This design comes from an exercise in tuning for small area and a short achievable clock period on the open sky130 flow, not from production work.
At most, simulation tests tie the RTL to the original design; equivalence was not proved.
No functional check of the RTL was part of runs 1 to 4.

## flow/design.v (module list and top-level ports; edited modules follow where they fit)
// module HarmonicMean: 74 lines
// module hm_divrow: 640 lines
// module hm_mul16lo: 418 lines
// module hm_sum4: 15 lines
module HarmonicMean (
    input wire clk,
    input wire reset,
    input wire [15:0] data1,
    input wire [15:0] data2,
    input wire [15:0] data3,
    input wire [15:0] data4,
    input wire data_valid1,
    input wire data_valid2,
    input wire data_valid3,
    input wire data_valid4,
    output wire [15:0] harmonic_mean,
    output reg data_ready
);
  // ...
==> flow/flow/run.sh <==
#!/bin/bash
# Standard synthesis, then full-adder polarity clean-up on its netlist, then the
# standard layout from that netlist. Each tool's output goes to its own log here.
set -euo pipefail
R=orfs/results/$FLOW_PLATFORM/HarmonicMean/base
bash standard.sh synth > synth.log 2>&1
cp $R/1_2_yosys.v 1_2_yosys.standard.v
python3 flow/fapol.py 1_2_yosys.standard.v $R/1_2_yosys.v > fapol.log 2>&1
bash standard.sh finish SETUP_SLACK_MARGIN=30 "BUFFER_PORTS_ARGS=-buffer_cell sky130_fd_sc_hd__buf_2" > layout.log 2>&1
==> flow/flow/fapol.py <==
#!/usr/bin/env python3
"""Flips the polarity of full-adder cells in a Yosys netlist to remove inverters.

A full adder is self-dual: fa(~a, ~b, ~c) = (~cout, ~sum). Flipping one takes the
complements of its inputs (reusing inverters already there) and complements its
outputs (absorbing the inverters on them). A flip is kept when it lowers the
inverter count. usage: fapol.py in.v out.v
"""
import re, sys
from collections import defaultdict

src = open(sys.argv[1]).read()
mod_m = re.search(r'^module\s+(\w+)\s*\((.*?)\);', src, re.S | re.M)
body_start = mod_m.end()
end_idx = src.rindex('endmodule')
body = src[body_start:end_idx]

inst_re = re.compile(r'^\s*(sky130_fd_sc_hd__\w+)\s+(\S+)\s*\((.*?)\);', re.S | re.M)
pin_re = re.compile(r'\.(\w+)\(([^()]*)\)')
insts = {}
order = []
for m in inst_re.finditer(body):
    typ, name, pins = m.group(1), m.group(2), m.group(3)
    insts[name] = {'type': typ, 'pins': {p: n.strip() for p, n in pin_re.findall(pins)}}
    order.append(name)
other = inst_re.sub('', body)  # declarations and assigns
assert 'assign' not in other or True
ports_out = set()
for m in re.finditer(r'^\s*output\s+(\[\d+:\d+\]\s+)?(\S+)\s*;', body, re.M):
    rng, nm = m.group(1), m.group(2)
    if rng:
        a, b = map(int, re.findall(r'\d+', rng))
        for i in range(min(a, b), max(a, b) + 1):
            ports_out.add(f'{nm}[{i}]')
    else:
        ports_out.add(nm)
assigns = re.findall(r'^\s*assign\s+(.*?)\s*=\s*(.*?);', other, re.M)
assign_nets = set()
for l, r in assigns:
    assign_nets.add(l.strip()); assign_nets.add(r.strip())

def is_inv(t): return re.fullmatch(r'sky130_fd_sc_hd__(clk)?inv_\d+', t) is not None
def is_fa(t): return re.fullmatch(r'sky130_fd_sc_hd__fa_\d+', t) is not None
OUTPINS = {'X', 'Y', 'Q', 'Q_N', 'COUT', 'SUM', 'HI', 'LO'}

def norm(n):
    return n.replace(' ', '')

def maps():
    drv, loads = {}, defaultdict(list)
    for nm, ins in insts.items():
        for p, n in ins['pins'].items():
            if not n: continue
            k = norm(n)
            if p in OUTPINS: drv[k] = (nm, p)
            else: loads[k].append((nm, p))
    return drv, loads

cnt = [0]
newwires = []
def fresh():
    cnt[0] += 1
    w = f'fapol_n{cnt[0]}'
    newwires.append(w)
    return w
def new_inv(a, y):
    cnt[0] += 1
    nm = f'fapol_i{cnt[0]}'
    insts[nm] = {'type': 'sky130_fd_sc_hd__inv_1', 'pins': {'A': a, 'Y': y}}
    return nm

def protected(n):
    return norm(n) in ports_out or norm(n) in assign_nets

def delta(f, drv, loads):
    ins = insts[f]['pins']
    d = 0
    seen = set()
    for p in ('A', 'B', 'CIN'):
        n = norm(ins[p])
        if n in seen: continue
        seen.add(n)
        dv = drv.get(n)
        if dv and is_inv(insts[dv[0]]['type']):
            ld = loads[n]
            if all(x[0] == f for x in ld) and not protected(n): d -= 1
        elif any(is_inv(insts[x[0]]['type']) for x in loads[n]):
            pass
        else:
            d += 1
    for p in ('SUM', 'COUT'):
        n = norm(ins.get(p, ''))
        if not n: continue
        ld = loads[n]
        k = [x for x in ld if is_inv(insts[x[0]]['type'])]
        rest = [x for x in ld if not is_inv(insts[x[0]]['type'])]
        d -= len([x for x in k if not protected(insts[x[0]]['pins']['Y'])])
        if rest or protected(n): d += 1
    return d

def flip(f, drv, loads):
    ins = insts[f]['pins']
    comp = {}
    for p in ('A', 'B', 'CIN'):
        n = norm(ins[p])
        if n in comp:
            ins[p] = comp[n]; continue
        dv = drv.get(n)
        if dv and is_inv(insts[dv[0]]['type']):
            c = insts[dv[0]]['pins']['A']
        else:
            invs = [x for x in loads[n] if is_inv(insts[x[0]]['type'])]
            if invs:
                c = insts[invs[0][0]]['pins']['Y']
            else:
                c = fresh(); new_inv(ins[p], c)
        comp[n] = c
        ins[p] = c
    for p in ('SUM', 'COUT'):
        n = ins.get(p, '')
        if not n or not n.strip(): continue
        nn = fresh()
        ins[p] = nn
        new_inv(nn, n)

def cleanup():
    changed = True
    while changed:
        changed = False
        drv, loads = maps()
        for nm in list(insts):
            ins = insts.get(nm)
            if ins is None or not is_inv(ins['type']): continue
            y = norm(ins['pins']['Y'])
            if not loads[y] and not protected(y):
                del insts[nm]; changed = True; continue
            a = norm(ins['pins']['A'])
            dv = drv.get(a)
            if dv and is_inv(insts[dv[0]]['type']) and not protected(y):
                m = insts[dv[0]]['pins']['A']
                for (ln, lp) in loads[y]:
                    insts[ln]['pins'][lp] = m
                del insts[nm]; changed = True
        if changed: continue
        # merge inverters on the same input
        byin = defaultdict(list)
        for nm, ins in insts.items():
            if is_inv(ins['type']): byin[norm(ins['pins']['A'])].append(nm)
        for a, lst in byin.items():
            if len(lst) < 2: continue
            keep = lst[0]
            ky = insts[keep]['pins']['Y']
            for nm in lst[1:]:
                y = norm(insts[nm]['pins']['Y'])
                if protected(y): continue
                for (ln, lp) in loads[y]:
                    insts[ln]['pins'][lp] = ky
                del insts[nm]; changed = True
            if changed: break

def ninv():
    return sum(1 for i in insts.values() if is_inv(i['type']))

cleanup()
before = ninv()
it = 0
while True:
    drv, loads = maps()
    best, bd = None, 0
    for nm, ins in insts.items():
        if is_fa(ins['type']):
            d = delta(nm, drv, loads)
            if d < bd: best, bd = nm, d
    if best is None: break
    flip(best, drv, loads)
    cleanup()
    it += 1
after = ninv()
print(f'fapol: {it} flips, inverters {before} -> {after}', file=sys.stderr)

# write out
def fmt(n):
    n = n.strip()
    return n + ' ' if n.startswith('\\') else n
used = set()
for ins in insts.values():
    for n in ins['pins'].values(): used.add(norm(n))
lines = []
decl = other
wires = ''.join(f'  wire {w};\n' for w in newwires if w in used)
out = src[:body_start] + decl.rstrip('\n') + '\n' + wires
for nm, ins in insts.items():
    pins = ',\n'.join(f'    .{p}({fmt(n)})' for p, n in ins['pins'].items())
    out += f'  {ins["type"]} {nm} (\n{pins}\n  );\n'
out += 'endmodule\n' + src[end_idx + len('endmodule'):].lstrip('\n')
open(sys.argv[2], 'w').write(out)
==> flow/standard.sh <==
#!/bin/bash
# synth_recipe.tcl (not shown) runs the flow's synth.tcl, then flattens the netlist and writes it again
# the make line also repeats each setting of config.mk as NAME=value (left out here)
make -C /OpenROAD-flow-scripts/flow DESIGN_CONFIG=/design/flow/config.mk WORK_HOME=/design/flow/orfs CLKGATE_MAP_FILE= SYNTH_SCRIPT=/design/flow/synth_recipe.tcl "${@:-finish}"
==> flow/config.mk <==
export PLATFORM = sky130hd
export DESIGN_NAME = HarmonicMean
export DESIGN_NICKNAME = HarmonicMean
export VERILOG_FILES = /design/flow/design.v
export SDC_FILE = /design/flow/constraint.sdc
export NUM_CORES = 4
export LEC_CHECK = 0
export ABC_AREA = 1
export CAP_MARGIN = 20
export CORE_MARGIN = 2
export CORE_UTILIZATION = 40
export SLEW_MARGIN = 20
==> flow/constraint.sdc <==
create_clock -name core_clock -period 56.0 [get_ports {clk}]
set_input_delay 11.2000 -clock core_clock [delete_from_list [all_inputs] [get_ports {clk}]]
set_output_delay 11.2000 -clock core_clock [all_outputs]
set_load 0.01 [all_outputs]
==> key figures, run 1 <==
Route
  – Routed wl met2: 28300 µm
  – Drt wl/cell: 16.1 µm

Finish
  – # nets final: 3463
  – Multi-input combinational area share: 0.793
  – Inserted Diodes: 0
  – Fill cell count: 5298
  – Buffering overhead: 0.0283
  – Post-route insts no fill: about 3700
  – Share of cells above drive strength 1: 0.0964
  – Final core utilization: 0.424
  – Biggest regs: den_q (16), rem_q (16), qhi_q (4)
  – Synth-to-Final Area Change: 5.08%

Setup path
  – Crit path launch: den_q[3]
  – FF-to-FF End: den_q[10]
  – Critical Path Source Type: flop
  – Worst reg2reg path depth: 2
  – Critical Path Most Common Cell: nand2_1

Placed design
  – Post-DP HPWL: approximately 47000 µm

STA
  – Worst-margin pin slew: around 0.94 ns
  – Final Hold Violating Endpoints: 0
  – Fin Hold WS: 0.495 ns
  – RSZ-0062 raised after global routing: false
  – Skew final: 0 ns

Clocking
  – CTS tree: done
  – Setup Buffers After CTS: 0
  – Post_cts resized: 0

Outcome
  – Status: no timing/DRC/antenna violations

Global route
  – Initial antenna violation count: 0
  – GRT overflow: 0

Die
  – Tap cell count: 672
==> module HarmonicMean, before the edit <==
module HarmonicMean (
    input wire clk,
    input wire reset,
    input wire [15:0] data1,
    input wire [15:0] data2,
    input wire [15:0] data3,
    input wire [15:0] data4,
    input wire data_valid1,
    input wire data_valid2,
    input wire data_valid3,
    input wire data_valid4,
    output wire [15:0] harmonic_mean,
    output reg data_ready
);
wire [15:0] p12, p34, hm_num, hm_den;
hm_mul16lo u_m12 (.a(data1), .b(data2), .p(p12));
hm_mul16lo u_m34 (.a(data3), .b(data4), .p(p34));
hm_mul16lo u_mn (.a(p12), .b(p34), .p(hm_num));
hm_sum4 u_sum (.a(data1), .b(data2), .c(data3), .d(data4), .s(hm_den));
wire all_valid = data_valid1 & data_valid2 & data_valid3 & data_valid4;
wire [15:12] qa;
wire [15:0] a_r15;
hm_divrow #(.I(15)) u_a_row15 (.r(hm_num), .d(hm_den), .q(qa[15]), .rn(a_r15));
wire [15:0] a_r14;
hm_divrow #(.I(14)) u_a_row14 (.r(a_r15), .d(hm_den), .q(qa[14]), .rn(a_r14));
wire [15:0] a_r13;
hm_divrow #(.I(13)) u_a_row13 (.r(a_r14), .d(hm_den), .q(qa[13]), .rn(a_r13));
wire [15:0] a_r12;
hm_divrow #(.I(12)) u_a_row12 (.r(a_r13), .d(hm_den), .q(qa[12]), .rn(a_r12));
reg [15:0] rem_q;
reg [15:0] den_q;
reg [15:12] qhi_q;
always @(posedge clk or posedge reset) begin
    if (reset) begin
        rem_q <= 16'd0;
        den_q <= 16'd1;
        qhi_q <= 0;
        data_ready <= 1'b0;
    end else begin
        if (all_valid) begin
            rem_q <= a_r12;
            den_q <= hm_den;
            qhi_q <= qa;
        end
        data_ready <= all_valid;
    end
end
wire [11:0] qb;
wire [15:0] b_r11;
hm_divrow #(.I(11)) u_b_row11 (.r(rem_q), .d(den_q), .q(qb[11]), .rn(b_r11));
wire [15:0] b_r10;
hm_divrow #(.I(10)) u_b_row10 (.r(b_r11), .d(den_q), .q(qb[10]), .rn(b_r10));
wire [15:0] b_r9;
hm_divrow #(.I(9)) u_b_row9 (.r(b_r10), .d(den_q), .q(qb[9]), .rn(b_r9));
wire [15:0] b_r8;
hm_divrow #(.I(8)) u_b_row8 (.r(b_r9), .d(den_q), .q(qb[8]), .rn(b_r8));
wire [15:0] b_r7;
hm_divrow #(.I(7)) u_b_row7 (.r(b_r8), .d(den_q), .q(qb[7]), .rn(b_r7));
wire [15:0] b_r6;
hm_divrow #(.I(6)) u_b_row6 (.r(b_r7), .d(den_q), .q(qb[6]), .rn(b_r6));
wire [15:0] b_r5;
hm_divrow #(.I(5)) u_b_row5 (.r(b_r6), .d(den_q), .q(qb[5]), .rn(b_r5));
wire [15:0] b_r4;
hm_divrow #(.I(4)) u_b_row4 (.r(b_r5), .d(den_q), .q(qb[4]), .rn(b_r4));
wire [15:0] b_r3;
hm_divrow #(.I(3)) u_b_row3 (.r(b_r4), .d(den_q), .q(qb[3]), .rn(b_r3));
wire [15:0] b_r2;
hm_divrow #(.I(2)) u_b_row2 (.r(b_r3), .d(den_q), .q(qb[2]), .rn(b_r2));
wire [15:0] b_r1;
hm_divrow #(.I(1)) u_b_row1 (.r(b_r2), .d(den_q), .q(qb[1]), .rn(b_r1));
wire [15:0] b_r0;
hm_divrow #(.I(0)) u_b_row0 (.r(b_r1), .d(den_q), .q(qb[0]), .rn(b_r0));
assign harmonic_mean = {qhi_q, qb};
endmodule
==> inputs of run 2 (changes only) <==
--- a/flow/design.v
+++ b/flow/design.v
@@ -18,18 +18,16 @@
 hm_mul16lo u_mn (.a(p12), .b(p34), .p(hm_num));
 hm_sum4 u_sum (.a(data1), .b(data2), .c(data3), .d(data4), .s(hm_den));
 wire all_valid = data_valid1 & data_valid2 & data_valid3 & data_valid4;
-wire [15:12] qa;
+wire [15:13] qa;
 wire [15:0] a_r15;
 hm_divrow #(.I(15)) u_a_row15 (.r(hm_num), .d(hm_den), .q(qa[15]), .rn(a_r15));
 wire [15:0] a_r14;
 hm_divrow #(.I(14)) u_a_row14 (.r(a_r15), .d(hm_den), .q(qa[14]), .rn(a_r14));
 wire [15:0] a_r13;
 hm_divrow #(.I(13)) u_a_row13 (.r(a_r14), .d(hm_den), .q(qa[13]), .rn(a_r13));
-wire [15:0] a_r12;
-hm_divrow #(.I(12)) u_a_row12 (.r(a_r13), .d(hm_den), .q(qa[12]), .rn(a_r12));
 reg [15:0] rem_q;
 reg [15:0] den_q;
-reg [15:12] qhi_q;
+reg [15:13] qhi_q;
 always @(posedge clk or posedge reset) begin
     if (reset) begin
         rem_q <= 16'd0;
@@ -38,16 +36,18 @@
         data_ready <= 1'b0;
     end else begin
         if (all_valid) begin
-            rem_q <= a_r12;
+            rem_q <= a_r13;
             den_q <= hm_den;
             qhi_q <= qa;
         end
         data_ready <= all_valid;
     end
 end
-wire [11:0] qb;
+wire [12:0] qb;
+wire [15:0] b_r12;
+hm_divrow #(.I(12)) u_b_row12 (.r(rem_q), .d(den_q), .q(qb[12]), .rn(b_r12));
 wire [15:0] b_r11;
-hm_divrow #(.I(11)) u_b_row11 (.r(rem_q), .d(den_q), .q(qb[11]), .rn(b_r11));
+hm_divrow #(.I(11)) u_b_row11 (.r(b_r12), .d(den_q), .q(qb[11]), .rn(b_r11));
 wire [15:0] b_r10;
 hm_divrow #(.I(10)) u_b_row10 (.r(b_r11), .d(den_q), .q(qb[10]), .rn(b_r10));
 wire [15:0] b_r9;
==> key figures, run 2 <==
Outcome
  – Status: no timing/DRC/antenna violations

Flow run
  – Maxcap violations: 0

Setup path
  – Critical Path Most Common Cell: nand2_1
  – Crit path DAT: about 13 ns
  – Critical path buffers and inverters: 13
  – Worst stage delay on the critical path: 0.48 ns
  – Critical Path Source Type: flop
  – Worst reg2reg path depth: 3 (+1)
  – Worst reg2reg startpoint: den_q[9]
  – Worst path slowest cell: dfrtp_1
  – CP Max Fanout: 21
  – R2r setup slk: 54.52 ns
  – Required @ worst endpoint: 44.80 ns
  – Crit. End Element: primary output
  – Crit path launch: den_q[14]
  – Crit path kind: reg -> out
  – FF-to-FF End: den_q[9]
  – CP top delay family: simple AND/OR/NAND/NOR gates

Clocking
  – CTS clk-pin slew, worst paths: 0.05 ns
  – CTS H-tree depth: 2
  – Num CTS Buffers: 5
  – Worst-Skew Late Latency: 0.28 ns
  – CTS Sinks: 36
  – CTS tree: done
  – CTS Root Cell: clkbuf_16
  – Hold buffers post-CTS: 0
  – Clock tree buffer depth: 2

Worst hold path
  – Worst hold path class: reg -> reg
  – Hold wc startpoint: qhi_q[14]
  – Worst hold stages: 2
  – Hold endpoint: qhi_q[14]

Finish
  – Biggest regs: den_q (16), rem_q (16), qhi_q (3)
  – # nets final: 3476 (+0.38%)
  – Most common cell after layout, fill and taps aside: nand2_1
  – Final core utilization: 0.426 (+0.00200)
  – Inserted Diodes: 0 (unchanged)
  – Most frequent cells in the layout: nand2_1, inv_1, nand3_1
  – Fill cell count: 5237 (-1.2%)
  – Synth-to-Final Area Change: 5.60%
  – Post-route insts no fill: 3703 (+0.35%)
  – Share of cells above drive strength 1: 0.104 (+0.00783)
  – Final Instance Area: 0.0212 mm²

Route
  – Vias per cell: 5.21
  – Iteration count of the initial detailed-routing pass: 6
  – Routed Antenna Nets: 0
  – Drt wl/cell: 15.9 µm (-0.96%)
  – Vias: 19304
  – # DRC: 0
  – Drt total wl: 58900 µm
  – DRT iter0 DRCs: 1320

Global route
  – First-pass GRT wire length: 96900 µm
  – Vias in the first global route: 19430
  – GRT overflow: 0 (unchanged)
  – Largest net degree at the start of global routing: 40
  – GRT Total Usage: 0.226
  – Initial antenna violation count: 0 (unchanged)

Logic synthesis
  – Syn avg cell area: 6.64 µm²
  – Synth warnings: 1
  – Syn nets: 3477
  – Cells after Synth: 3031
  – Mapped Area: 0.0201 mm²

Die
  – Die Width: roughly 230 µm
  – Die Y: 228 µm
  – Area of the die: 0.0521 mm²
  – IO Pins: 87
  – Site row count: a little over 80
  – Starting Density: 0.403
  – CORE AREA: 0.0499 mm²

STA
  – Final min period: 24.60 ns
  – Maximum clock rate: 0.0406 GHz
  – Final setup fails: 0
  – Setup TNS: 0 ns
  – Period utilization: 0.439
  – Worst-margin pin slew: 0.951 ns (+0.0106 ns)
  – RSZ-0062 raised after global routing: false
  – Skew final: 0 ns (unchanged)
  – Relative slew slack: 0.366
  – Final Hold Violating Endpoints: 0 (unchanged)
  – Max-slew violation count: 0

Placed design
  – Post-DP HPWL: 45800 µm (-2.2%)
  – DP Area: 0.0208 mm²
  – PortBufs: between 80 and 90
  – GP Congestion: between 0.8 and 0.9
  – Cell total after placement: 3681
[run 2: through the flow]
stage	setup slack [ns]	hold slack, ns
2_1_floorplan	34.32	0.491
3_3_place_gp	31.11	0.516
3_5_place_dp	30.64	0.523
4_1_cts	30.31	0.535
5_1_grt	29.97	0.573
6_report	31.40	0.535
[run 2: routing by layer]
layer	vias to the layer above	wire length, µm	global-route usage
met5	-	0	0
met4	0	1460	0.0656
met3	88	3210	0.0178
met2	571	28500	0.399
met1	9307	25700	0.295
li1	9338	-	-
[run 2: area by class of cell]
| type | count | area [µm²] | area share |
|---|---|---|---|
| Sequential cell | 36 | 912 | 0.0429 |
| Multi-Input combinational cell | 2382 | 16800 | 0.790 |
| Clock inverter | 1 | 7.51 | 0.000353 |
| Inverter | 488 | 1880 | 0.0887 |
| Timing Repair Buffer | 114 | 661 | 0.0311 |
| Tap cell | 672 | 841 | 0.0396 |
| Timing Repair inverter | 3 | 21.3 | 0.00100 |
| Clock buffer | 7 | 143 | 0.00671 |
[run 2: how the worst max path moves through the flow]
| stage | to | slack (ns) | cells after the start |
|---|---|---|---|
| 6_report | harmonic_mean[0] | 31.40 | 112 |
| 5_1_grt | harmonic_mean[0] | 29.97 | 121 |
| 4_1_cts | harmonic_mean[0] | 30.31 | 94 |
| 3_5_place_dp | harmonic_mean[0] | 30.64 | 96 |
| 3_3_place_gp | harmonic_mean[0] | 31.11 | 102 |
| 2_1_floorplan | harmonic_mean[0] | 34.32 | 115 |
[run 2: what timing repair did]
item                       4_1_cts  5_1_grt
gates resized for setup          0       46
setup buffers                    0        9
setup endpoints to repair        0        2
[run 2: worst register-to-register path, delay by kind of cell (launching register included)]
family                 cells  cell delay, ns
AOI/OAI and AO/OA          1            0.19
DFF                        1            0.36
buffers and inverters      2            0.78
==> inputs of run 3 (changes only) <==
--- a/flow/design.v
+++ b/flow/design.v
@@ -18,16 +18,22 @@
 hm_mul16lo u_mn (.a(p12), .b(p34), .p(hm_num));
 hm_sum4 u_sum (.a(data1), .b(data2), .c(data3), .d(data4), .s(hm_den));
 wire all_valid = data_valid1 & data_valid2 & data_valid3 & data_valid4;
-wire [15:13] qa;
+wire [15:10] qa;
 wire [15:0] a_r15;
 hm_divrow #(.I(15)) u_a_row15 (.r(hm_num), .d(hm_den), .q(qa[15]), .rn(a_r15));
 wire [15:0] a_r14;
 hm_divrow #(.I(14)) u_a_row14 (.r(a_r15), .d(hm_den), .q(qa[14]), .rn(a_r14));
 wire [15:0] a_r13;
 hm_divrow #(.I(13)) u_a_row13 (.r(a_r14), .d(hm_den), .q(qa[13]), .rn(a_r13));
+wire [15:0] a_r12;
+hm_divrow #(.I(12)) u_a_row12 (.r(a_r13), .d(hm_den), .q(qa[12]), .rn(a_r12));
+wire [15:0] a_r11;
+hm_divrow #(.I(11)) u_a_row11 (.r(a_r12), .d(hm_den), .q(qa[11]), .rn(a_r11));
+wire [15:0] a_r10;
+hm_divrow #(.I(10)) u_a_row10 (.r(a_r11), .d(hm_den), .q(qa[10]), .rn(a_r10));
 reg [15:0] rem_q;
 reg [15:0] den_q;
-reg [15:13] qhi_q;
+reg [15:10] qhi_q;
 always @(posedge clk or posedge reset) begin
     if (reset) begin
         rem_q <= 16'd0;
@@ -36,22 +42,16 @@
         data_ready <= 1'b0;
     end else begin
         if (all_valid) begin
-            rem_q <= a_r13;
+            rem_q <= a_r10;
             den_q <= hm_den;
             qhi_q <= qa;
         end
         data_ready <= all_valid;
     end
 end
-wire [12:0] qb;
-wire [15:0] b_r12;
-hm_divrow #(.I(12)) u_b_row12 (.r(rem_q), .d(den_q), .q(qb[12]), .rn(b_r12));
-wire [15:0] b_r11;
-hm_divrow #(.I(11)) u_b_row11 (.r(b_r12), .d(den_q), .q(qb[11]), .rn(b_r11));
-wire [15:0] b_r10;
-hm_divrow #(.I(10)) u_b_row10 (.r(b_r11), .d(den_q), .q(qb[10]), .rn(b_r10));
+wire [9:0] qb;
 wire [15:0] b_r9;
-hm_divrow #(.I(9)) u_b_row9 (.r(b_r10), .d(den_q), .q(qb[9]), .rn(b_r9));
+hm_divrow #(.I(9)) u_b_row9 (.r(rem_q), .d(den_q), .q(qb[9]), .rn(b_r9));
 wire [15:0] b_r8;
 hm_divrow #(.I(8)) u_b_row8 (.r(b_r9), .d(den_q), .q(qb[8]), .rn(b_r8));
 wire [15:0] b_r7;
==> key figures, run 3 <==
Route
  – # DRC: 0 (unchanged)
  – Drt wl/cell: 16.2 µm (+1.6%)
  – Routed Antenna Nets: 0 (unchanged)
  – Vias per cell: 5.15 (-1.3%)
  – Iteration count of the initial detailed-routing pass: 6 (unchanged)
  – Drt total wl: 58700 µm (-0.36%)
  – DRT iter0 DRCs: 1166 (-12%)
  – Vias: 18685 (-3.2%)

Finish
  – Synth-to-Final Area Change: 2.88%
  – Inserted Diodes: 0 (unchanged)
  – # nets final: 3395 (-2.3%)
  – Most frequent cells in the layout: nand2_1, inv_1, fa_1
  – Most common cell after layout, fill and taps aside: nand2_1
  – Biggest regs: den_q (16), rem_q (16), qhi_q (6)
  – Share of cells above drive strength 1: 0.137 (+0.0330)
  – Final core utilization: 0.417 (-0.00943)

Outcome
  – Status: no timing/DRC/antenna violations

Die
  – Die Y: 232 µm (+1.7%)
  – Site row count: 83 (+1.2%)
  – Starting Density: 0.405 (+0.00150)
  – Area of the die: 0.0539 mm² (+3.4%)
  – IO Pins: 87 (unchanged)
  – CORE AREA: 0.0514 mm² (+3.1%)
  – Die Width: 232 µm (+1.7%)

Placed design
  – GP Congestion: 0.917 (+3.3%)
  – PortBufs: 86 (unchanged)
  – Post-DP HPWL: 47300 µm (+3.4%)
  – Dpl ws: 30.71 ns (+0.0657 ns)

Clocking
  – CTS Root Cell: clkbuf_16
  – CTS clk-pin slew, worst paths: 0.07 ns (+0.02 ns)
  – CTS tree: done
  – Clock tree buffer depth: 2 (unchanged)
  – Hold buffers post-CTS: 0 (unchanged)
  – CTS Sinks: 39 (+8.3%)
  – CTS H-tree depth: 2 (unchanged)
  – Worst-Skew Late Latency: 0.29 ns (about the same)
  – Num CTS Buffers: 5 (unchanged)

Global route
  – First-pass GRT wire length: 96300 µm (-0.53%)
  – GRT overflow: 0 (unchanged)
  – Vias in the first global route: 18837 (-3.1%)
  – Largest net degree at the start of global routing: 46 (+15%)
  – Initial antenna violation count: 0 (unchanged)
  – GRT Total Usage: 0.223 (-0.00272)

Setup path
  – CP Max Fanout: 16 (-24%)
  – CP endpoint: rem_q[13]
  – Critical Path Most Common Cell: fa_1
  – Crit. End Element: flop
  – R2r setup slk: 54.21 ns (-0.31 ns)
  – Crit path kind: in -> reg
  – FF-to-FF End: den_q[7]
  – Required @ worst endpoint: 56.17 ns (+11.37 ns)
  – Crit path launch: data1[1]
  – Crit path DAT: 24.95 ns (+11.55 ns)
  – Worst reg2reg path depth: 2 (-1)
  – Worst stage delay on the critical path: 0.53 ns (+0.05 ns)
  – Worst path slowest cell: fa_1
  – Worst reg2reg startpoint: den_q[7]
  – Critical Path Source Type: input port

Flow run
  – Maxcap violations: 0 (unchanged)

STA
  – Relative slew slack: 0.262 (-0.104)
  – Max-slew violation count: 0 (unchanged)
  – Worst-margin pin slew: 1.10 ns (+0.149 ns)
  – Maximum clock rate: 0.0403 GHz (-0.72%)
  – Setup TNS: 0 ns (unchanged)
  – Final min period: 24.78 ns (+0.179 ns)
  – Fin Hold WS: 0.494 ns (-0.0409 ns)
  – Setup ws final: 31.22 ns (-0.179 ns)
  – Period utilization: 0.443 (+0.00320)
  – RSZ-0062 raised after global routing: false
  – Final setup fails: 0 (unchanged)
  – Skew final: 0 ns (unchanged)
  – Final Hold Violating Endpoints: 0 (unchanged)

Logic synthesis
  – Mapped Area: 0.0208 mm² (+3.5%)
  – Syn nets: 3409 (-2.0%)
  – Syn avg cell area: 7.03 µm² (+5.9%)
  – Cells after Synth: 2963 (-2.2%)
  – Synth warnings: 1 (unchanged)

Worst hold path
  – Worst hold path class: reg -> reg
## run 3: changes by cell type in the layout (fill, tap and decap cells not counted), sizes merged, moves of 9 or more
cell / delta
nand3: -30
buf: -17
nand4: -11
o21ai: +9
inv: -27
nand2: -30
## run 3: critical path, delay by kind of cell
kind                     cells  cell delay, ns
adder cells (fa/ha/maj)     16            6.41
AND/OR/NAND/NOR             24            3.32
AO/OA/AOI/OAI               18            2.90
buffers and inverters        7            0.69
XOR/XNOR                     2            0.40
## run 3: area by class of cell
type / count / area, µm²
fill: 5334 / 30000
tap: 680 / 851
clock buffer: 5 / 125
multi-input combinational: 2339 / 17100
timing repair buffer: 100 / 543
sequential: 39 / 977
clock inverter: 3 / 47.5
inverter: 464 / 1770
## run 3: worst min path at each step
stage / start / to / cells after the start
4_1_cts: qhi_q[15] / qhi_q[15] / 2
5_1_grt: qhi_q[15] / qhi_q[15] / 2
3_5_place_dp: qhi_q[15] / qhi_q[15] / 2
3_3_place_gp: qhi_q[15] / qhi_q[15] / 2
2_1_floorplan: rem_q[1] / rem_q[1] / 2
6_report: qhi_q[15] / qhi_q[15] / 2
## run 3: per-layer routing
metal  up-vias  track usage  wire length (µm)
met1      8970        0.283             24800
met3        84       0.0165              3060
li1       9087            -                 -
met4         0       0.0665              1580
met2       544        0.403             29200
met5         -            0                 0
## run 3: per-stage QoR
step / cell area, µm² / instances
floorplan: 20800 / 2963
global placement: 21200 / 3622
detailed placement: 21200 / 3622
CTS: 21400 / 3630
global route: 21400 / 3630
finish: 21400 / 3630
## run 3: timing repair
| action | CTS | global route |
|---|---|---|
| resized for setup | 0 | 6 |
| buffers inserted | 0 | 0 |
| endpoints found under the setup margin | 0 | 6 |
==> inputs of run 4 (changes only) <==
--- a/flow/design.v
+++ b/flow/design.v
@@ -18,7 +18,7 @@
 hm_mul16lo u_mn (.a(p12), .b(p34), .p(hm_num));
 hm_sum4 u_sum (.a(data1), .b(data2), .c(data3), .d(data4), .s(hm_den));
 wire all_valid = data_valid1 & data_valid2 & data_valid3 & data_valid4;
-wire [15:10] qa;
+wire [15:9] qa;
 wire [15:0] a_r15;
 hm_divrow #(.I(15)) u_a_row15 (.r(hm_num), .d(hm_den), .q(qa[15]), .rn(a_r15));
 wire [15:0] a_r14;
@@ -31,9 +31,11 @@
 hm_divrow #(.I(11)) u_a_row11 (.r(a_r12), .d(hm_den), .q(qa[11]), .rn(a_r11));
 wire [15:0] a_r10;
 hm_divrow #(.I(10)) u_a_row10 (.r(a_r11), .d(hm_den), .q(qa[10]), .rn(a_r10));
+wire [15:0] a_r9;
+hm_divrow #(.I(9)) u_a_row9 (.r(a_r10), .d(hm_den), .q(qa[9]), .rn(a_r9));
 reg [15:0] rem_q;
 reg [15:0] den_q;
-reg [15:10] qhi_q;
+reg [15:9] qhi_q;
 always @(posedge clk or posedge reset) begin
     if (reset) begin
         rem_q <= 16'd0;
@@ -42,18 +44,16 @@
         data_ready <= 1'b0;
     end else begin
         if (all_valid) begin
-            rem_q <= a_r10;
+            rem_q <= a_r9;
             den_q <= hm_den;
             qhi_q <= qa;
         end
         data_ready <= all_valid;
     end
 end
-wire [9:0] qb;
-wire [15:0] b_r9;
-hm_divrow #(.I(9)) u_b_row9 (.r(rem_q), .d(den_q), .q(qb[9]), .rn(b_r9));
+wire [8:0] qb;
 wire [15:0] b_r8;
-hm_divrow #(.I(8)) u_b_row8 (.r(b_r9), .d(den_q), .q(qb[8]), .rn(b_r8));
+hm_divrow #(.I(8)) u_b_row8 (.r(rem_q), .d(den_q), .q(qb[8]), .rn(b_r8));
 wire [15:0] b_r7;
 hm_divrow #(.I(7)) u_b_row7 (.r(b_r8), .d(den_q), .q(qb[7]), .rn(b_r7));
 wire [15:0] b_r6;
==> key figures, run 4 <==
Setup path
  – Required @ worst endpoint: 56.18 ns (about the same)
  – CP endpoint: rem_q[12]
  – Crit path launch: data1[1]
  – Worst stage delay on the critical path: 0.54 ns (about the same)
  – Crit. End Element: flop
  – Crit path DAT: 24.99 ns (+0.04 ns)
  – Crit path kind: in -> reg
  – Worst reg2reg startpoint: den_q[8]
  – Critical Path Most Common Cell: nand2_1
  – FF-to-FF End: den_q[8]
  – Critical Path Source Type: input port
  – Worst reg2reg path depth: 4 (+2)
  – Worst path slowest cell: fa_1
  – CP Max Fanout: 16 (unchanged)
  – R2r setup slk: 54.70 ns (+0.49 ns)

Placed design
  – DP Area: 0.0208 mm² (-2.0%)
  – GP Congestion: 0.887 (-3.3%)
  – Post-DP HPWL: 48000 µm (+1.3%)
  – Cell total after placement: 3675 (+1.5%)
  – PortBufs: 86 (unchanged)
  – Dpl ws: 30.14 ns (-0.563 ns)

Finish
  – Post-route insts no fill: 3685 (+1.5%)
  – # nets final: 3458 (+1.9%)
  – Synth-to-Final Area Change: 4.90%
  – Biggest regs: den_q (16), rem_q (16), qhi_q (7)
  – Most common cell after layout, fill and taps aside: nand2_1
  – Final Instance Area: 0.0210 mm² (-1.8%)
  – Share of cells above drive strength 1: 0.0899 (-0.0473)
  – Inserted Diodes: 0 (unchanged)
  – Most frequent cells in the layout: nand2_1, inv_1, nand3_1

Clocking
  – Num CTS Buffers: 5 (unchanged)
  – Clock tree buffer depth: 2 (unchanged)
  – CTS H-tree depth: 2 (unchanged)
  – Hold buffers post-CTS: 0 (unchanged)
  – CTS tree: done
  – CTS Root Cell: clkbuf_16
  – CTS Sinks: 40 (+2.6%)
  – Worst-Skew Late Latency: 0.29 ns (about the same)
  – CTS clk-pin slew, worst paths: 0.07 ns (about the same)

STA
  – Final Hold Violating Endpoints: 0 (unchanged)
  – Maximum clock rate: 0.0403 GHz (-0.11%)
  – Final min period: 24.81 ns (+0.0260 ns)
  – Worst-margin pin slew: 0.936 ns (-0.163 ns)
  – Max-slew violation count: 0 (unchanged)
  – RSZ-0062 raised after global routing: false
  – Final setup fails: 0 (unchanged)
  – Relative slew slack: 0.376 (+0.114)
  – Period utilization: 0.443 (+0.000464)
  – Skew final: 0 ns (unchanged)
  – Setup TNS: 0 ns (unchanged)
  – Setup ws final: 31.19 ns (-0.0260 ns)

Route
  – Vias per cell: 5.17 (+0.47%)
  – Drt wl/cell: 15.9 µm (-1.5%)
  – DRT iter0 DRCs: 1183 (+1.5%)
  – # DRC: 0 (unchanged)
  – Iteration count of the initial detailed-routing pass: 5 (-1)
  – Drt total wl: 58700 µm (unchanged)
  – Vias: 19057 (+2.0%)
  – Routed Antenna Nets: 0 (unchanged)

Die
  – IO Pins: 87 (unchanged)
  – Die Width: 228 µm (-1.8%)
  – Site row count: 82 (-1.2%)
  – Die Y: 228 µm (-1.8%)
  – Area of the die: 0.0519 mm² (-3.6%)
  – CORE AREA: 0.0499 mm² (-3.0%)
  – Starting Density: 0.402 (-0.00283)

Global route
  – Vias in the first global route: 19629 (+4.2%)
  – First-pass GRT wire length: 98400 µm (+2.1%)
  – Initial antenna violation count: 0 (unchanged)
  – GRT overflow: 0 (unchanged)
  – Largest net degree at the start of global routing: 47 (+2.2%)
  – GRT Total Usage: 0.229 (+0.00633)

Worst hold path
  – Worst hold path class: reg -> reg
  – Worst hold stages: 2 (unchanged)

Logic synthesis
  – Mapped Area: 0.0201 mm² (-3.7%)
  – Synth warnings: 1 (unchanged)
  – Syn nets: 3467 (+1.7%)
  – Syn avg cell area: 6.64 µm² (-5.5%)
  – Cells after Synth: 3021 (+2.0%)

Flow run
  – Maxcap violations: 0 (unchanged)

Outcome
  – Status: no timing/DRC/antenna violations
## run 4: how the worst min path moves through the flow
stage / startpoint / endpoint / slack [ns]
2_1_floorplan: rem_q[3] / rem_q[3] / 0.49
3_3_place_gp: qhi_q[15] / qhi_q[15] / 0.47
3_5_place_dp: qhi_q[10] / qhi_q[10] / 0.47
4_1_cts: qhi_q[10] / qhi_q[10] / 0.49
5_1_grt: qhi_q[9] / qhi_q[9] / 0.52
6_report: qhi_q[10] / qhi_q[10] / 0.48
## run 4: worst max-delay path: cells and delay by family
family          cells  cell delay, ns
simple gates       41            4.65
compound gates      8            1.49
buf+inv             7            0.81
xor+xnor            2            0.41
fa+ha+maj          16            6.41
## run 4: timing repair
action,4_1_cts,5_1_grt
endpoints found under the setup margin,0,8
setup buffers,0,2
resized for setup,0,12
## run 4: layout make-up
cell class / count / area, µm²
fillers: 5295 / 28800
clock inverters: 3 / 46.3
repair buffers: 103 / 566
inverters: 494 / 1860
clock buffers: 5 / 125
well taps: 672 / 841
flip-flops and latches: 40 / 1000
multi-input cells: 2368 / 16600
## run 4: through the flow
stage / util / hold WS [ns]
2_1_floorplan: - / 0.491
3_3_place_gp: 0.417 / 0.469
3_5_place_dp: 0.417 / 0.469
4_1_cts: 0.421 / 0.486
5_1_grt: 0.422 / 0.525
6_report: 0.422 / 0.481
## run 4: metal layers
| layer | part of all wire | track usage | up-vias | wire [µm] |
|---|---|---|---|---|
| met5 | 0 | 0 | - | 0 |
| met4 | 0.034 | 0.0788 | 0 | 1970 |
| met3 | 0.047 | 0.0144 | 117 | 2730 |
| met2 | 0.49 | 0.417 | 521 | 29000 |
| met1 | 0.43 | 0.288 | 9147 | 25000 |
| li1 | - | - | 9272 | - |
==> inputs of run 5 (changes only) <==
--- a/flow/design.v
+++ b/flow/design.v
@@ -18,7 +18,7 @@
 hm_mul16lo u_mn (.a(p12), .b(p34), .p(hm_num));
 hm_sum4 u_sum (.a(data1), .b(data2), .c(data3), .d(data4), .s(hm_den));
 wire all_valid = data_valid1 & data_valid2 & data_valid3 & data_valid4;
-wire [15:9] qa;
+wire [15:11] qa;
 wire [15:0] a_r15;
 hm_divrow #(.I(15)) u_a_row15 (.r(hm_num), .d(hm_den), .q(qa[15]), .rn(a_r15));
 wire [15:0] a_r14;
@@ -29,13 +29,9 @@
 hm_divrow #(.I(12)) u_a_row12 (.r(a_r13), .d(hm_den), .q(qa[12]), .rn(a_r12));
 wire [15:0] a_r11;
 hm_divrow #(.I(11)) u_a_row11 (.r(a_r12), .d(hm_den), .q(qa[11]), .rn(a_r11));
-wire [15:0] a_r10;
-hm_divrow #(.I(10)) u_a_row10 (.r(a_r11), .d(hm_den), .q(qa[10]), .rn(a_r10));
-wire [15:0] a_r9;
-hm_divrow #(.I(9)) u_a_row9 (.r(a_r10), .d(hm_den), .q(qa[9]), .rn(a_r9));
 reg [15:0] rem_q;
 reg [15:0] den_q;
-reg [15:9] qhi_q;
+reg [15:11] qhi_q;
 always @(posedge clk or posedge reset) begin
     if (reset) begin
         rem_q <= 16'd0;
@@ -44,16 +40,20 @@
         data_ready <= 1'b0;
     end else begin
         if (all_valid) begin
-            rem_q <= a_r9;
+            rem_q <= a_r11;
             den_q <= hm_den;
             qhi_q <= qa;
         end
         data_ready <= all_valid;
     end
 end
-wire [8:0] qb;
+wire [10:0] qb;
+wire [15:0] b_r10;
+hm_divrow #(.I(10)) u_b_row10 (.r(rem_q), .d(den_q), .q(qb[10]), .rn(b_r10));
+wire [15:0] b_r9;
+hm_divrow #(.I(9)) u_b_row9 (.r(b_r10), .d(den_q), .q(qb[9]), .rn(b_r9));
 wire [15:0] b_r8;
-hm_divrow #(.I(8)) u_b_row8 (.r(rem_q), .d(den_q), .q(qb[8]), .rn(b_r8));
+hm_divrow #(.I(8)) u_b_row8 (.r(b_r9), .d(den_q), .q(qb[8]), .rn(b_r8));
 wire [15:0] b_r7;
 hm_divrow #(.I(7)) u_b_row7 (.r(b_r8), .d(den_q), .q(qb[7]), .rn(b_r7));
 wire [15:0] b_r6;
--- a/flow/config.mk
+++ b/flow/config.mk
@@ -8,5 +8,6 @@
 export ABC_AREA = 1
 export CAP_MARGIN = 20
 export CORE_MARGIN = 2
-export CORE_UTILIZATION = 40
+export CORE_UTILIZATION = 60
+export PLACE_DENSITY = 0.7
 export SLEW_MARGIN = 20
==> key figures, run 5 <==
Clocking
  – Post_cts resized: 0 (unchanged)
  – Setup Buffers After CTS: 0 (unchanged)
  – Num CTS Buffers: 5 (unchanged)
  – Clock tree buffer depth: 2 (unchanged)
  – CTS Root Cell: clkbuf_16
  – CTS clk-pin slew, worst paths: 0.06 ns (about the same)
  – CTS H-tree depth: 2 (unchanged)
  – CTS Sinks: 38 (-5.0%)
  – Worst-Skew Late Latency: 0.28 ns (about the same)
  – Hold buffers post-CTS: 0 (unchanged)
  – CTS tree: done

Finish
  – Post-route insts no fill: 3420 (-7.2%)
  – Most frequent cells in the layout: nand2_1, inv_1, fa_1
  – Synth-to-Final Area Change: 3.10%
  – # nets final: 3423 (-1.0%)
  – Biggest regs: den_q (16), rem_q (16), qhi_q (5)
  – Most common cell after layout, fill and taps aside: nand2_1
  – Share of cells above drive strength 1: 0.104 (+0.0138)
  – Inserted Diodes: 0 (unchanged)
  – Fill cell count: 3072 (-42%)

Route
  – Drt total wl: 56700 µm (-3.3%)
  – Vias per cell: 5.61 (+8.4%)
  – Iteration count of the initial detailed-routing pass: 6 (+1)
  – Vias: 19180 (+0.65%)
  – # DRC: 0 (unchanged)
  – Routed Antenna Nets: 0 (unchanged)
  – Drt wl/cell: 16.6 µm (+4.2%)
  – DRT iter0 DRCs: 1312 (+11%)

STA
  – Relative slew slack: 0.338 (-0.0379)
  – Final setup fails: 0 (unchanged)
  – Fin Hold WS: 0.479 ns (-0.00195 ns)
  – Worst-margin pin slew: 0.986 ns (+0.0498 ns)
  – Final Hold Violating Endpoints: 0 (unchanged)
  – Skew final: 0 ns (unchanged)
  – Period utilization: 0.437 (-0.00636)
  – Maximum clock rate: 0.0409 GHz (+1.5%)
  – Final min period: 24.45 ns (-0.356 ns)
  – RSZ-0062 raised after global routing: false
  – Setup ws final: 31.55 ns (+0.356 ns)
  – Setup TNS: 0 ns (unchanged)
  – Max-slew violation count: 0 (unchanged)

Setup path
  – CP Max Fanout: 26 (+10)
  – Crit. End Element: primary output
  – Worst path slowest cell: dfstp_2
  – Crit path kind: reg -> out
  – Worst stage delay on the critical path: 0.94 ns (+0.40 ns)
  – Worst reg2reg startpoint: den_q[10]
  – Required @ worst endpoint: 44.80 ns (-11.38 ns)
  – R2r setup slk: 54.19 ns (-0.51 ns)
  – Crit path launch: den_q[0]
  – Critical Path Most Common Cell: nand2_1
  – Critical Path Source Type: flop
  – Crit path DAT: 13.25 ns (-11.74 ns)

Placed design
  – Post-DP HPWL: 45300 µm (-5.5%)
  – Cell total after placement: 3412 (-7.2%)
  – PortBufs: 86 (unchanged)
  – GP Congestion: 0.914 (+3.0%)
  – Dpl ws: 31.67 ns (+1.53 ns)

Flow run
  – Maxcap violations: 0 (unchanged)

Die
  – Starting Density: 0.614 (+0.212)
  – Area of the die: 0.0349 mm² (-33%)
  – IO Pins: 87 (unchanged)
  – Die Y: 187 µm (-18%)
  – Die Width: 187 µm (-18%)
  – Site row count: 66 (-20%)
  – CORE AREA: 0.0327 mm² (-34%)

Logic synthesis
  – Syn nets: 3432 (-1.0%)
  – Cells after Synth: 2986 (-1.2%)
  – Synth warnings: 1 (unchanged)
  – Syn avg cell area: 6.72 µm² (+1.3%)
  – Mapped Area: 0.0201 mm² (+0.11%)

Global route
  – GRT Total Usage: 0.330 (+0.101)
  – GRT overflow: 0 (unchanged)
  – Vias in the first global route: 19400 (-1.2%)
  – First-pass GRT wire length: 94700 µm (-3.8%)
  – Largest net degree at the start of global routing: 40 (-15%)
  – Initial antenna violation count: 0 (unchanged)

Worst hold path
  – Worst hold path class: reg -> reg
  – Hold wc startpoint: qhi_q[15]

Outcome
  – Status: no timing/DRC/antenna violations
-- run 5: critical path, delay by kind of cell (launching register included) --
kind                   cells  cell delay (ns)
AO/OA/AOI/OAI              9             2.83
XOR/XNOR                   3             0.60
buffers and inverters      8             0.90
flip-flops                 1             0.94
AND/OR/NAND/NOR           75             7.60
-- run 5: per-layer routing --
layer / up-vias / share of wire / track usage
met5: - / 0 / 0
met4: 0 / 0.035 / 0.123
met3: 133 / 0.057 / 0.0221
met2: 678 / 0.51 / 0.602
met1: 9206 / 0.40 / 0.411
li1: 9163 / - / -
-- run 5: area by class of cell --
cell class,instances,area [µm²],area share
Timing Repair Buffer,103,558,0.0270
Clock inverter,2,12.5,0.000605
Sequential cell,38,952,0.0460
Tap cell,442,553,0.0267
Multi-Input combinational cell,2361,16700,0.808
Clock buffer,6,139,0.00671
Inverter,468,1760,0.0851
-- run 5: through the flow --
| step | instance area (µm²) | util |
|---|---|---|
| after global routing | 20700 | 0.633 |
| after global placement | 20500 | 0.628 |
| final | 20700 | 0.633 |
| after CTS | 20700 | 0.633 |
| after floorplan | 20100 | - |
| after detailed placement | 20500 | 0.628 |
-- run 5: path summary, 6_finish.rpt --
path,depth (start not counted),to
max,95,harmonic_mean[0]
min,2,qhi_q[15]
max reg2reg,2,den_q[10]
min reg2reg,2,qhi_q[15]
max in group asynchronous,3,den_q[0]
min in group asynchronous,3,rem_q[10]
==> inputs of run 6 (changes only) <==
--- a/flow/config.mk
+++ b/flow/config.mk
@@ -8,6 +8,6 @@
 export ABC_AREA = 1
 export CAP_MARGIN = 20
 export CORE_MARGIN = 2
-export CORE_UTILIZATION = 60
-export PLACE_DENSITY = 0.7
+export CORE_UTILIZATION = 50
+export PLACE_DENSITY = 0.6
 export SLEW_MARGIN = 20
==> key figures, run 6 <==
STA
  – Relative slew slack: 0.397 (+0.0588)
  – Final setup fails: 0 (unchanged)
  – Final min period: 24.12 ns (-0.336 ns)
  – Maximum clock rate: 0.0415 GHz (+1.4%)
  – Final Hold Violating Endpoints: 0 (unchanged)
  – Skew final: 0 ns (unchanged)
  – Setup TNS: 0 ns (unchanged)
  – Period utilization: 0.431 (-0.00601)
  – Fin Hold WS: 0.486 ns (+0.00656 ns)
  – Max-slew violation count: 0 (unchanged)
  – Worst-margin pin slew: 0.902 ns (-0.0842 ns)
  – RSZ-0062 raised after global routing: false

Finish
  – Reg area: 953 µm² (+0.13%)
  – Final Instance Area: 0.0208 mm² (+0.60%)
  – Inserted Diodes: 0 (unchanged)
  – Area of the multi-input gates: 0.0167 mm² (about the same)
  – Share of cells above drive strength 1: 0.104 (+0.000266)
  – Synth-to-Final Area Change: 3.72%
  – Final core utilization: 0.525 (-0.108)
  – # nets final: 3425 (+0.058%)
  – Most frequent cells in the layout: nand2_1, inv_1, fa_1
  – Biggest regs: den_q (16), rem_q (16), qhi_q (5)
  – Fill cell count: 4085 (+33%)
  – Post-route insts no fill: 3505 (+2.5%)
  – Most common cell after layout, fill and taps aside: nand2_1

Setup path
  – Critical Path Source Type: flop
  – Required @ worst endpoint: 44.80 ns (about the same)
  – Crit. End Element: primary output
  – Worst stage delay on the critical path: 0.61 ns (-0.33 ns)
  – Critical Path Most Common Cell: nand2_1
  – CP Max Fanout: 22 (-15%)
  – CP top delay family: simple AND/OR/NAND/NOR gates
  – Crit path DAT: 12.92 ns (-0.33 ns)
  – Crit path kind: reg -> out
  – Critical path buffers and inverters: 6 (-2)
  – Worst path slowest cell: dfrtp_2

Global route
  – GRT overflow: 0 (unchanged)
  – Largest net degree at the start of global routing: 40 (unchanged)
  – Initial antenna violation count: 0 (unchanged)
  – Vias in the first global route: 19103 (-1.5%)
  – First-pass GRT wire length: 97500 µm (+2.9%)
  – GRT Total Usage: 0.291 (-0.0396)

Route
  – Drt total wl: 58200 µm (+2.6%)
  – Routed Antenna Nets: 0 (unchanged)
  – Vias: 18862 (-1.7%)
  – DRT iter0 DRCs: 1127 (-14%)
  – Drt wl/cell: 16.6 µm (+0.12%)
  – Iteration count of the initial detailed-routing pass: 5 (-1)
  – Vias per cell: 5.38 (-4.0%)
  – # DRC: 0 (unchanged)

Die
  – Area of the die: 0.0418 mm² (+20%)
  – CORE AREA: 0.0396 mm² (+21%)
  – Die Y: 204 µm (+9.3%)
  – Die Width: 204 µm (+9.3%)
  – Site row count: 73 (+11%)
  – IO Pins: 87 (unchanged)
  – Starting Density: 0.506 (-0.107)

Logic synthesis
  – Cells after Synth: 2986 (unchanged)
  – Mapped Area: 0.0201 mm² (unchanged)
  – Syn avg cell area: 6.72 µm² (unchanged)
  – Syn nets: 3432 (unchanged)
  – Synth warnings: 1 (unchanged)

Clocking
  – Post_cts resized: 0 (unchanged)
  – Worst-Skew Late Latency: 0.28 ns (about the same)
  – CTS Root Cell: clkbuf_16
  – Num CTS Buffers: 5 (unchanged)
  – Hold buffers post-CTS: 0 (unchanged)
  – CTS clk-pin slew, worst paths: 0.06 ns (about the same)
  – CTS tree: done
  – CTS H-tree depth: 2 (unchanged)
  – Setup Buffers After CTS: 0 (unchanged)
  – CTS Sinks: 38 (unchanged)
  – Clock tree buffer depth: 2 (unchanged)

Placed design
  – DP Area: 0.0207 mm² (+0.58%)
  – GP Congestion: 0.876 (-4.1%)
  – Cell total after placement: 3497 (+2.5%)
  – Post-DP HPWL: 46400 µm (+2.4%)
  – PortBufs: 86 (unchanged)

Flow run
  – Maxcap violations: 0 (unchanged)

Worst hold path
  – Worst hold path class: reg -> reg

Outcome
  – Status: no timing/DRC/antenna violations
run 6: final cells by class:
type                       count  share of cell area
clock buffer                   7             0.00637
timing repair buffer         105              0.0275
multi-input combinational   2361               0.804
inverter                     468              0.0846
clock inverter                 1            0.000361
tap                          525              0.0316
sequential                    38              0.0458
run 6: worst min-delay path, delay by kind of cell, from the launching register on:
| kind | cells | cell delay, ns |
|---|---|---|
| flops | 1 | 0.34 |
| simple gates | 2 | 0.11 |
run 6: stage by stage:
step,worst slack [ns]
2_1_floorplan,34.02
3_3_place_gp,32.04
3_5_place_dp,31.47
4_1_cts,31.13
5_1_grt,30.13
6_report,31.88
run 6: final timing paths:
path / start / to / slack, ns / depth (start not counted)
min in group asynchronous: reset / rem_q[8] / 11.05 / 3
max in group asynchronous: reset / den_q[4] / 44.57 / 3
max: den_q[4] / harmonic_mean[0] / 31.88 / 91
min reg2reg: qhi_q[15] / qhi_q[15] / 0.49 / 2
min: qhi_q[15] / qhi_q[15] / 0.49 / 2
max reg2reg: den_q[10] / den_q[10] / 54.21 / 2
run 6: layer usage:
metal  share of wire  wire length (µm)  global-route usage  vias to the layer above
met5               0                 0                   0                        -
met4           0.033              1910               0.106                        0
met3           0.052              3040              0.0217                      119
met2            0.50             29300               0.526                      576
met1            0.41             24000               0.362                     9001
li1                -                 -                   -                     9166
==> inputs of run 7 (changes only) <==
--- a/flow/config.mk
+++ b/flow/config.mk
@@ -8,6 +8,5 @@
 export ABC_AREA = 1
 export CAP_MARGIN = 20
 export CORE_MARGIN = 2
-export CORE_UTILIZATION = 50
-export PLACE_DENSITY = 0.6
+export CORE_UTILIZATION = 40
 export SLEW_MARGIN = 20
==> key figures, run 7 <==
Clocking
  – Hold buffers post-CTS: 0 (unchanged)
  – Clock tree buffer depth: 2 (unchanged)
  – Post_cts resized: 0 (unchanged)
  – Setup Buffers After CTS: 0 (unchanged)
  – CTS tree: done
  – CTS Root Cell: clkbuf_16
  – CTS clk-pin slew, worst paths: 0.06 ns (about the same)
  – Worst-Skew Late Latency: 0.28 ns (about the same)
  – Num CTS Buffers: 5 (unchanged)
  – CTS Sinks: 38 (unchanged)
  – CTS H-tree depth: 2 (unchanged)

Worst hold path
  – Worst hold path class: reg -> reg
  – Hold wc startpoint: rem_q[4]

Finish
  – Reg area: 953 µm² (unchanged)
  – Area of the multi-input gates: 0.0167 mm² (about the same)
  – Most frequent cells in the layout: nand2_1, inv_1, fa_1
  – # nets final: 3422 (-0.088%)
  – Fill cell count: 5265 (+29%)
  – Synth-to-Final Area Change: 4.48%
  – Most common cell after layout, fill and taps aside: nand2_1
  – Biggest regs: den_q (16), rem_q (16), qhi_q (5)
  – Inserted Diodes: 0 (unchanged)
  – Share of cells above drive strength 1: 0.103 (-0.000567)

Global route
  – GRT Total Usage: 0.229 (-0.0617)
  – First-pass GRT wire length: 97600 µm (+0.16%)
  – Largest net degree at the start of global routing: 40 (unchanged)
  – Initial antenna violation count: 0 (unchanged)
  – GRT overflow: 0 (unchanged)
  – Vias in the first global route: 19237 (+0.70%)

STA
  – Final min period: 24.39 ns (+0.278 ns)
  – Relative slew slack: 0.242 (-0.155)
  – Setup TNS: 0 ns (unchanged)
  – Final Hold Violating Endpoints: 0 (unchanged)
  – Maximum clock rate: 0.0410 GHz (-1.1%)
  – Period utilization: 0.436 (+0.00496)
  – Skew final: 0 ns (unchanged)
  – Worst-margin pin slew: 1.13 ns (+0.227 ns)
  – Final setup fails: 0 (unchanged)
  – Setup ws final: 31.61 ns (-0.278 ns)
  – Max-slew violation count: 0 (unchanged)
  – RSZ-0062 raised after global routing: false

Logic synthesis
  – Synth warnings: 1 (unchanged)
  – Cells after Synth: 2986 (unchanged)
  – Syn nets: 3432 (unchanged)
  – Mapped Area: 0.0201 mm² (unchanged)
  – Syn avg cell area: 6.72 µm² (unchanged)

Setup path
  – Required @ worst endpoint: 44.80 ns (about the same)
  – R2r setup slk: 54.26 ns (+0.05 ns)
  – Crit path DAT: 13.19 ns (+0.27 ns)
  – Worst reg2reg startpoint: den_q[10]
  – Worst stage delay on the critical path: 0.63 ns (+0.02 ns)
  – Crit path kind: reg -> out
  – Crit. End Element: primary output
  – CP top delay family: simple AND/OR/NAND/NOR gates
  – CP Max Fanout: 22 (unchanged)
  – Critical path buffers and inverters: 7 (+1)
  – Critical Path Most Common Cell: nand2_1
  – Crit path launch: den_q[4]
  – Critical Path Source Type: flop
  – Worst path slowest cell: dfrtp_2

Die
  – Starting Density: 0.403 (-0.104)
  – Area of the die: 0.0520 mm² (+24%)
  – CORE AREA: 0.0499 mm² (+26%)
  – Site row count: 82 (+12%)
  – IO Pins: 87 (unchanged)
  – Die Width: 228 µm (+12%)
  – Die Y: 228 µm (+12%)

Placed design
  – Dpl ws: 31.45 ns (-0.0225 ns)
  – Post-DP HPWL: 47300 µm (+1.9%)
  – GP Congestion: 0.918 (+4.7%)
  – PortBufs: 86 (unchanged)

Route
  – Iteration count of the initial detailed-routing pass: 6 (+1)
  – Vias: 19058 (+1.0%)
  – Routed Antenna Nets: 0 (unchanged)
  – Drt wl/cell: 16.3 µm (-1.8%)
  – Vias per cell: 5.22 (-2.9%)
  – DRT iter0 DRCs: 1286 (+14%)
  – # DRC: 0 (unchanged)
  – Drt total wl: 59500 µm (+2.3%)

Outcome
  – Status: no timing/DRC/antenna violations

Flow run
  – Maxcap violations: 0 (unchanged)
run 7: worst paths after layout:
check,end,cells after the start
setup / recovery,harmonic_mean[0],92
setup reg to reg,den_q[10],2
max in group asynchronous,den_q[4],3
hold / removal,rem_q[4],2
min in group asynchronous,rem_q[15],3
hold reg to reg,rem_q[4],2
run 7: through the flow:
stage	cells	cell area [µm²]	utilization	hold slack, ns
after floorplan	2986	20100	-	0.484
after global placement	3640	20800	0.417	0.528
after detailed placement	3641	20800	0.417	0.525
after CTS	3649	21000	0.420	0.539
after global routing	3649	21000	0.421	0.581
final	3649	21000	0.421	0.540
run 7: worst reg2reg max path: stages (launching register included):
cell,delay [ns]
dfrtp_1,0.62
clkinv_1,0.68
o21ai_0,0.34
run 7: final cells by class:
class | count | share of cell area
Sequential cell | 38 | 0.0455
Clock inverter | 1 | 0.000239
Multi-Input combinational cell | 2361 | 0.797
Inverter | 468 | 0.0840
Tap cell | 672 | 0.0401
Clock buffer | 7 | 0.00680
Timing Repair Buffer | 102 | 0.0263
run 7: metal layers:
metal  wire length (µm)  track usage  vias up
met1              26000        0.296     9220
met5                  0            0        -
met4               1510       0.0705        0
met2              29200        0.411      605
li1                   -            -     9145
met3               2840       0.0121       88

-- afterwards: timing with drivers on the ports --
The flow's constraints put no driver on any port. The routed layouts listed below were extracted and timed again, unchanged, in two steps. Step 1 (the two cells are an assumption about what drives the block):
set clk [get_ports {clk}]
set_driving_cell -lib_cell sky130_fd_sc_hd__clkbuf_16 $clk
set_driving_cell -lib_cell sky130_fd_sc_hd__buf_2 [delete_from_list [all_inputs] $clk]
Step 2 moves the port delays by t, midway between the first and last clock arrival at a register: inputs arrive t later, outputs are due t later. That takes back most of the time a late clock gives input paths. Three values: ideal ports, drivers, drivers and shift; two values: the first two.
run | shift t [ns] | setup slack, ns | worst setup path at the end
run 1 | 0.328 | 31.637 / 31.591 / 31.918 | register to output
run 2 | 0.319 | 31.396 / 31.353 / 31.672 | register to output
run 3 | 0.336 | 31.216 / 31.243 / 30.907 | input to register
run 4 | 0.321 | 31.190 / 31.207 / 30.886 | input to register
run 5 | 0.317 | 31.547 / 31.509 / 31.826 | register to output
run 6 | 0.323 | 31.883 / 31.842 / 32.165 | register to output
run 7 | 0.329 | 31.605 / 31.558 / 31.887 | register to output
After both steps setup and hold are still met in every run listed. The setup slack of run 3, which loses most, moves by +0.027 ns with the drivers and by -0.309 ns with both steps.
